Background: an optimization exercise with open tools, aiming at small area and a short achievable clock period. Do not read the settings as production practice.
At most, simulation tests tie the RTL to the original design; equivalence was not proved.
The clock port is modelled as an ideal driver; clocking choices that lean on that would not hold on a real chip.
Power and IR drop assume default switching activity.

garnet:
## fpu_mul
module fpu_mul( input         CLK,
                input         RESET,
                input         EN,
                input  [31:0] A,
                input  [31:0] B,
                output [31:0] Z );
wire zero_in = (A[30:0] == 31'd0) | (B[30:0] == 31'd0);
wire [8:0] esum_in = {1'b0, A[30:23]} + {1'b0, B[30:23]};
wire [24:0] yb = {1'b1, B[22:0], 1'b0};    
wire [11:0] one_in, two_in, neg_in;
genvar gj;
generate for (gj = 0; gj < 12; gj = gj + 1) begin : benc
  wire y2 = yb[2*gj+2], y1 = yb[2*gj+1], y0 = yb[2*gj];
  assign one_in[gj] = y1 ^ y0;
  assign two_in[gj] = (y2 & ~y1 & ~y0) | (~y2 & y1 & y0);
  assign neg_in[gj] = y2;
end endgenerate
reg        zero_r, sign_r;
reg  [8:0] esum_r;
reg [22:0] ma;
reg [11:0] one, two, neg;
always_ff @(posedge CLK)
  if (RESET) begin
    zero_r <= 1'b1; sign_r <= 1'b0;
  end else if (EN) begin
    zero_r <= zero_in; sign_r <= A[31] ^ B[31];
  end
always_ff @(posedge CLK)
  if (EN) begin
    ma <= A[22:0]; esum_r <= esum_in;
    one <= one_in; two <= two_in; neg <= neg_in;
  end
wire [24:0] t0;
wire [24:0] t1;
wire [24:0] t2;
wire [24:0] t3;
wire [24:0] t4;
wire [24:0] t5;
wire [24:0] t6;
wire [24:0] t7;
wire [24:0] t8;
wire [24:0] t9;
wire [24:0] t10;
wire [24:0] t11;
wire hs0, hc0;
wire hs1, hc1;
wire fs0, fc0;
wire hs2, hc2;
wire fs1, fc1;
wire hs3, hc3;
wire fs2, fc2;
wire fs3, fc3;
wire hs4, hc4;
wire fs4, fc4;
wire fs5, fc5;
wire hs5, hc5;
wire fs6, fc6;
wire fs7, fc7;
wire fs8, fc8;
wire hs6, hc6;
wire fs9, fc9;
wire fs10, fc10;
wire fs11, fc11;
wire hs7, hc7;
wire fs12, fc12;
wire fs13, fc13;
wire fs14, fc14;
wire fs15, fc15;
wire fs16, fc16;
wire fs17, fc17;
wire fs18, fc18;
wire fs19, fc19;
wire fs20, fc20;
wire fs21, fc21;
wire fs22, fc22;
wire fs23, fc23;
wire fs24, fc24;
wire fs25, fc25;
wire fs26, fc26;
wire fs27, fc27;
wire fs28, fc28;
wire fs29, fc29;
wire fs30, fc30;
wire hs8, hc8;
wire fs31, fc31;
wire fs32, fc32;
wire fs33, fc33;
wire fs34, fc34;
wire fs35, fc35;
wire hs9, hc9;
wire fs36, fc36;
wire fs37, fc37;
wire fs38, fc38;
wire hs10, hc10;
wire fs39, fc39;
wire hs11, hc11;
wire hs12, hc12;
wire hs13, hc13;
  ...
Size: about 180 flip-flops.
Settings: LEC_CHECK=0, ABC_AREA=1, CAP_MARGIN=20, CORE_MARGIN=2, CORE_UTILIZATION=40, SETUP_SLACK_MARGIN=5, SLEW_MARGIN=20, SYNTH_HIERARCHICAL=1; clock period 10.0 ns.
standard.sh (not shown) runs the stock make flow with config.mk's settings and CLKGATE_MAP_FILE= SYNTH_SCRIPT=/design/flow/synth_recipe.tcl, a recipe that flattens the netlist after the stock synthesis.
==> flow/flow/run.sh <==
#!/bin/bash
set -euo pipefail
MARGIN=$(cat flow/margin.txt 2>/dev/null || echo 6)
sed -E "s/SETUP_SLACK_MARGIN=[0-9.+-]+/SETUP_SLACK_MARGIN=${MARGIN}/" standard.sh > standard_margin.sh
grep -q "SETUP_SLACK_MARGIN=${MARGIN} " standard_margin.sh
bash standard_margin.sh > standard.log 2>&1
==> flow/flow/margin.txt <==
6.0
Modified inputs, zinc compared to garnet
==> flow/flow/margin.txt <==
6.5
--- outcome ---
- Cell count of zinc exceeds that of garnet by a few percent.
- [diff] hold slack, zinc relative to garnet: regression
- Core utilization: zinc higher than garnet
- When the final numbers for zinc and garnet were put side by side, the post-layout instance area turned out to be greater in zinc.
- Per the comparison of zinc with garnet, power has increased; count of clock-buffer cells in the layout moved down.
- garnet vs zinc, worst setup path startpoint: one[5]$_DFFE_PP_ vs two[6]$_DFFE_PP_
- zinc has more setup slack than garnet.
- The non-clock buffer count of zinc is higher than that of garnet.
- Global-route usage up 2.9 points in zinc wrt garnet
- Looking at zinc and garnet, the register cell area after layout is a wash.
- Area of the multi-input gates | zinc above garnet
Input changes introduced in nickel (baseline for comparison: zinc):
- CORE_UTILIZATION: 40 -> 60
==> flow/flow/run.sh <==
#!/bin/bash
# Layout flow: the standard flow (standard.sh, the ORFS make targets) with
#  - the port buffers that ORFS inserts on every input and output made with
#    sky130_fd_sc_hd__buf_1 (BUFFER_PORTS_ARGS) instead of the default choice.
# Synthesis, floorplan, placement, CTS and routing are otherwise unchanged.
# Each ORFS step writes its full log under orfs/logs/; make's own output goes
# to standard.log here.
set -euo pipefail
MARGIN=$(cat flow/margin.txt 2>/dev/null || echo 6)
BUF=$(cat flow/portbuf.txt 2>/dev/null || echo sky130_fd_sc_hd__buf_1)
sed -E "s/SETUP_SLACK_MARGIN=[0-9.+-]+/SETUP_SLACK_MARGIN=${MARGIN} 'BUFFER_PORTS_ARGS=-buffer_cell ${BUF}'/" standard.sh > standard_margin.sh
grep -q "SETUP_SLACK_MARGIN=${MARGIN} " standard_margin.sh
bash standard_margin.sh > standard.log 2>&1
==> flow/flow/margin.txt <==
6.0
### Flow results
- nickel closes out successfully: all stages finished, all timing, DRC and antenna checks passed.
- Relative to zinc, final standard cell utilization of the core increased by 16 points in nickel.
- Going from zinc to nickel, worst setup slack after layout shrank by 0.17 ns, delay of the slowest cell on the worst path grew by 0.02 ns.
- From zinc to nickel, maximum number of pins on one net before global-route repair did not move at all.
- zinc fits on a die that is larger than the die of nickel.
- Relative to zinc, logic depth of the worst register-to-register path increased by 1 in nickel.

========
fpu_mul, a different RTL version from the one above (not shown whole).
Size: roughly 2100 cells after synthesis, ~99 I/O pins.
clock: 10.0 ns
lec_check: 0
abc_area: 1
cap_margin: 20
core_margin: 2
core_utilization: 55
setup_slack_margin: 5
slew_margin: 20
synth_hierarchical: 1
tns_end_percent: 10
==> flow/flow/run.sh <==
#!/bin/bash
# Layout flow: the standard flow (standard.sh, the ORFS make targets) with
#  - the port buffers that ORFS inserts on every input and output made with
#    sky130_fd_sc_hd__buf_1 (BUFFER_PORTS_ARGS) instead of the default choice;
#  - a POST_CTS hook (flow/skew.tcl) that clocks the second pipeline register,
#    which has no port connections, through one extra clock buffer per
#    clock-tree leaf (useful skew between internal register stages only).
# Synthesis, floorplan, placement, CTS and routing are otherwise unchanged.
# Each ORFS step writes its full log under orfs/logs/; make's own output goes
# to standard.log here.
set -euo pipefail
MARGIN=$(cat flow/margin.txt 2>/dev/null || echo 6)
BUF=$(cat flow/portbuf.txt 2>/dev/null || echo sky130_fd_sc_hd__buf_1)
HOOK=$(pwd)/flow/skew.tcl
export R2_SKEW_BUF=$(cat flow/skewbuf.txt 2>/dev/null || echo sky130_fd_sc_hd__clkbuf_2)
sed -E "s#SETUP_SLACK_MARGIN=[0-9.+-]+#SETUP_SLACK_MARGIN=${MARGIN} 'BUFFER_PORTS_ARGS=-buffer_cell ${BUF}' POST_CTS_TCL=${HOOK}#" standard.sh > standard_flow.sh
grep -q "SETUP_SLACK_MARGIN=${MARGIN} " standard_flow.sh
bash standard_flow.sh > standard.log 2>&1
==> flow/flow/margin.txt <==
6.5
Other scripts of this flow, unchanged in this note and not shown: flow/flow/skew.tcl, flow/flow/skewbuf.txt
==> next run, changes <==
==> flow/flow/margin.txt (replaced) <==
6.2
Synthesized cell count stays the same.
Register-to-register slack is worse by 0.12 ns.
Critical path depth came out higher by 1.
Global-route usage went down by 2.4 points.
Cell count shrinks by 2.7%.
Hold slack improved by 0.0039 ns.
Clock skew grows by 0.013 ns.
Final area is lower by 6.4%.
Core utilization came out lower by 4.2 points.
Power decreases by 6.3%.
==> next run, changes <==
==> flow/flow/margin.txt (replaced) <==
6.35
The changed run completed with no timing, DRC or antenna violations.
Power rose by 3.2%.
Worst setup slack gets better by 0.12 ns.
Clock power climbs by 3.9%.
Critical path depth goes down by 1.
Routed wire length is higher by 2.6%.
Utilization increases by 2.1 points.
Worst hold slack barely changes.
Area after synthesis stays the same.
Final area climbs by 3.4%.
Register-to-register slack improves by 0.12 ns.
Combinational power climbs by about 4%.

========
## run 1
Another version of the RTL of fpu_mul (not shown whole).
Size in the first run: roughly 2200 cells after synthesis, roughly 180 flip-flops, about 99 I/O pins.
Settings: LEC_CHECK=0, ABC_AREA=1, CAP_MARGIN=20, CORE_MARGIN=2, CORE_UTILIZATION=40, SETUP_SLACK_MARGIN=5, SLEW_MARGIN=20, SYNTH_HIERARCHICAL=1, TNS_END_PERCENT=10; clock period 10.0 ns.
==> flow/flow/run.sh <==
#!/bin/bash
# Layout flow: the standard flow (standard.sh, the ORFS make targets) with
#  - the port buffers that ORFS inserts on every input and output made with
#    sky130_fd_sc_hd__buf_1 (BUFFER_PORTS_ARGS) instead of the default choice.
# Synthesis, floorplan, placement, CTS and routing are otherwise unchanged.
# Each ORFS step writes its full log under orfs/logs/; make's own output goes
# to standard.log here.
set -euo pipefail
MARGIN=$(cat flow/margin.txt 2>/dev/null || echo 6)
BUF=$(cat flow/portbuf.txt 2>/dev/null || echo sky130_fd_sc_hd__buf_1)
sed -E "s/SETUP_SLACK_MARGIN=[0-9.+-]+/SETUP_SLACK_MARGIN=${MARGIN} 'BUFFER_PORTS_ARGS=-buffer_cell ${BUF}'/" standard.sh > standard_margin.sh
grep -q "SETUP_SLACK_MARGIN=${MARGIN} " standard_margin.sh
bash standard_margin.sh > standard.log 2>&1
==> flow/flow/margin.txt <==
6.4
Changes in run 2 relative to run 1:
Settings: swapping 40 for 55 in CORE_UTILIZATION.
==> flow/flow/margin.txt <==
6.3
## What came out
Timing, DRC, antenna: 0 failures across run 1 and run 2
Run 2: effective utilization at floorplan is 15 points higher than what run 1 reported.
Looking at time the worst path needs with I/O delays and setup, run 2 sits 0.11 ns below run 1.
Where max-slew headroom at the worst pin is concerned, run 1 is outperformed by run 2.
Re count of clock-buffer cells in the layout: run 1 and run 2 aren't equal, and the higher value belongs to run 1.
Run 2 ended up with a higher setup slack on the worst flop-to-flop path than run 1 did.
Reported for run 1 and run 2, max-slew violation count turned out identical to the last digit.
Row wire length of the first global-routing pass: run 2 lower / run 1 higher
Compared with run 1, run 2 shows switching power total that has gone up slightly.
No run of this note included a check of the RTL's function; only the layout flow was run.

========
fpu_mul, a different RTL version from the one above (not shown whole).
Size in the first run: roughly 2200 cells after synthesis, ~180 flip-flops, ~20000 um2 of cells after synthesis.
Design fpu_mul, start of the top module:
module fpu_mul( input         CLK,
                input         RESET,
                input         EN,
                input  [31:0] A,
                input  [31:0] B,
                output [31:0] Z );
Settings: LEC_CHECK=0, ABC_AREA=1, CAP_MARGIN=20, CORE_MARGIN=2, CORE_UTILIZATION=55, PLACE_DENSITY=0.75, SETUP_SLACK_MARGIN=5, SLEW_MARGIN=20, SYNTH_HIERARCHICAL=1, TNS_END_PERCENT=10; clock period 10.0 ns.
==> flow/flow/margin.txt <==
6.3
Scripts as last shown in full above: flow/flow/run.sh
==> next run, changes <==
- PLACE_DENSITY: 0.75 -> 0.88
Outcome: Count of clock-buffer cells in the layout stays the same. First-iteration DRC count rose by 36%. Die area is unchanged. Register-to-register slack loses 0.096 ns. Non-clock buffer count rose by 23.
==> next run, changes <==
- CTS_BUF_LIST: unset -> sky130_fd_sc_hd__clkbuf_8
- PLACE_DENSITY: 0.88 -> unset
Clock skew hardly moves. Final area drops by about 2.5%. Worst setup slack improved by 0.13 ns. Worst hold slack got worse by 0.0037 ns. Global-route usage drops by 2.8 points. Clock power drops by about 22%. Via count drops by 8.2%. Total power drops by about 4%. Routed wire length drops by 8.1%. Combinational power drops by about 2%. Count of clock-buffer cells in the layout climbs by 2.
==> next run, changes <==
- CTS_BUF_LIST: sky130_fd_sc_hd__clkbuf_8 -> unset
Count of clock-buffer cells in the layout does not change. Routed wire length climbs by 0.31%. Clock skew drops by 0.0074 ns. Cell area climbs by about 1%. Synthesized area stays the same. Setup slack improves by 0.019 ns. Clock power climbs by about 30%. First-iteration DRC count climbs by about 15%. Non-clock buffer count climbs by 8. Power climbs by about 2.7%. Sequential power hardly moves.
==> next run, changes <==
==> flow/flow/margin.txt (replaced) <==
6.2
- CORE_UTILIZATION: 55 -> 40
Outcome: The new run went through all stages and came out clean. Wire length climbs by a few percent. Sequential power hardly moves. Sequential share of layout area stays flat. Count of clock-buffer cells in the layout fell by 1.

========
## v6
RTL: one of the versions met above, not the one the previous note started from.
Size in the first run: ~99 I/O pins, about 0.019 sq mm of cells after synthesis.
Settings: LEC_CHECK=0, ABC_AREA=1, CAP_MARGIN=20, CORE_MARGIN=2, CORE_UTILIZATION=55, SETUP_SLACK_MARGIN=5, SLEW_MARGIN=20, SYNTH_HIERARCHICAL=1, TNS_END_PERCENT=10; clock period 10.0 ns.
==> flow/flow/margin.txt <==
6.2
Scripts as last shown in full above: flow/flow/run.sh
For v7, these inputs were changed with respect to v6:
==> flow/flow/margin.txt <==
6.3
## What came out
v7 — slack of the worst reg-to-reg path 90 ps higher, v6 as reference. Status: area fraction of clock buffers and clock inverters parity (v6, v7). v6 ended up with hB[32]$_DFF_P_ as its capture point of the critical path; v7 ended up with hB[34]$_DFF_P_. No stage failed in v7, and the final checks on the layout all came back clean. Compared with v6, v7 degrades wire length. The core utilization of the finished layout reported for v7 is greater than that of v6 by 1.2 points. Going from v6 to v7, total power increased by 0.046 mW relative to the old numbers; logic gate share of total power increased by 0.3 points relative to the old numbers; clock period minus final worst setup slack decreased by 86 ps relative to the old numbers.

========
06-06:
fpu_mul with an RTL version that a note above also has.
Size: ~2100 cells after synthesis.
Settings: LEC_CHECK=0, ABC_AREA=1, CAP_MARGIN=20, CORE_MARGIN=2, CORE_UTILIZATION=40, SETUP_SLACK_MARGIN=5, SLEW_MARGIN=20, SYNTH_HIERARCHICAL=1; clock period 10.0 ns.
==> flow/flow/margin.txt <==
6.0
Scripts as last shown in full above: flow/flow/run.sh
Relative to 06-06, the following input files were edited for 04-19:
==> flow/flow/run.sh <==
#!/bin/bash
set -euo pipefail
MARGIN=$(cat flow/margin.txt 2>/dev/null || echo 6)
sed -E "s/SETUP_SLACK_MARGIN=[0-9.+-]+/SETUP_SLACK_MARGIN=${MARGIN}/" standard.sh > standard_margin.sh
grep -q "SETUP_SLACK_MARGIN=${MARGIN} " standard_margin.sh
bash standard_margin.sh > standard.log 2>&1
==> flow/flow/margin.txt <==
5.5
### Flow results
- Multi-input logic area shrinks slightly when moving from 06-06 to 04-19.
- Compared to 06-06, 04-19 has multi-input logic portion of the cell area 1.0 points higher.
- The run with more setup slack is 06-06; 04-19 has less.
- 04-19 reports a higher layout clock buffer count than 06-06 does.
- When 04-19 is measured against 06-06, its overall power turns out 430 µW lower.
- Via count of the first global-routing pass ended up about 2% lower on 04-19 than on 06-06.
- Going from 06-06 to 04-19, the switching part of the total power was found to have gone down by 0.37 points.
- For 06-06, the capturing instance or port of the critical path was hB[27], unlike 04-19, where it was hB[23].
- 06-06 reports its cell type of the slowest stage on the worst timing path as sky130_fd_sc_hd__edfxtp_1 while 04-19 reports sky130_fd_sc_hd__inv_1.

========
RTL: one of the versions met above, not the one the previous note started from.
Size in the first run: ~2200 cells after synthesis, roughly 180 flip-flops, roughly 99 I/O pins, roughly 20000 um^2 of cells after synthesis.
export LEC_CHECK = 0
export ABC_AREA = 1
export CAP_MARGIN = 20
export CORE_MARGIN = 2
export CORE_UTILIZATION = 40
export SETUP_SLACK_MARGIN = 5
export SLEW_MARGIN = 20
export SYNTH_HIERARCHICAL = 1
export TNS_END_PERCENT = 10
create_clock -name core_clock -period 10.0 [get_ports {CLK}]
==> flow/flow/run.sh <==
#!/bin/bash
# Layout flow: the standard flow (standard.sh, the ORFS make targets) with
#  - the port buffers that ORFS inserts on every input and output made with
#    sky130_fd_sc_hd__buf_1 (BUFFER_PORTS_ARGS) instead of the default choice.
# Synthesis, floorplan, placement, CTS and routing are otherwise unchanged.
# Each ORFS step writes its full log under orfs/logs/; make's own output goes
# to standard.log here.
set -euo pipefail
MARGIN=$(cat flow/margin.txt 2>/dev/null || echo 6)
BUF=$(cat flow/portbuf.txt 2>/dev/null || echo sky130_fd_sc_hd__buf_1)
sed -E "s/SETUP_SLACK_MARGIN=[0-9.+-]+/SETUP_SLACK_MARGIN=${MARGIN} 'BUFFER_PORTS_ARGS=-buffer_cell ${BUF}'/" standard.sh > standard_margin.sh
grep -q "SETUP_SLACK_MARGIN=${MARGIN} " standard_margin.sh
bash standard_margin.sh > standard.log 2>&1
==> flow/flow/margin.txt <==
6.0
Change:
==> flow/flow/margin.txt (replaced) <==
6.2
Synthesized area is unchanged.
Worst setup slack is better by 190 ps.
Final area climbs by 2.3%.
Routed wire length climbs by 1.0%.
Cell count went up by about 0.44%.
Fmax rose by about 5%.
No functional check of the RTL was part of any run of this note.

[separate check: timing with driven ports]
The flow's constraints put no driver on any port. The routed layouts listed below were extracted and timed again, unchanged, in two steps.
Step 1: set_driving_cell puts a clkbuf_16 on CLK and a buf_2 on each other input, an assumption about the parent block.
Step 2 moves the port delays by t, midway between the first and last clock arrival at a register: inputs arrive t later, outputs are due t later. That takes back most of the time a late clock gives input paths.
Slacks: ideal ports / drivers / drivers and shift; pairs: ideal ports / drivers.
run	shift t [ns]	slack for setup (ns)	worst slew at a driven data input, ns	pins driven straight from the clock port
garnet	0.549	6.041 / 6.041 / 5.788	0.05	1
zinc	0.556	6.149 / 6.149 / 6.134	0.05	1
nickel	0.520	5.977 / 5.977 / 5.977	0.04	1
the first run of note 2	0.576	6.354 / 6.354 / 5.985	0.04	1
the second run of note 2	0.574	6.232 / 6.232 / 5.755	0.05	1
the third run of note 2	0.581	6.355 / 6.355 / 6.011	0.05	1
run 1	0.547	6.146 / 6.146 / 5.882	0.05	1
run 2	0.516	6.256 / 6.227 / 6.083	0.04	1
the first run of note 4	0.522	6.200 / 6.200 / 6.082	0.06	1
the second run of note 4	0.520	6.104 / 6.104 / 5.804	0.05	1
the third run of note 4	0.560	6.233 / 6.233 / 6.233	0.04	1
the fourth run of note 4	0.512	6.251 / 6.251 / 6.251	0.04	1
the fifth run of note 4	0.552	6.189 / 6.189 / 6.026	0.07	1
v6	0.519	6.146 / 6.146 / 5.788	0.05	1
v7	0.516	6.232 / 6.232 / 5.789	0.05	1
06-06	0.548	6.022 / 6.022 / 6.022	0.06	1
04-19	0.555	5.643 / 5.643 / 5.643	0.05	1
the first run of note 7	0.547	5.991 / 5.991 / 5.991	0.05	1
the second run of note 7	0.541	6.185 / 6.185 / 6.162	0.05	1
After both steps every run listed still meets setup and hold. The setup slack of the second run of note 2, which loses most, moves by 0.000 ns with the drivers and by -0.477 ns with both steps.
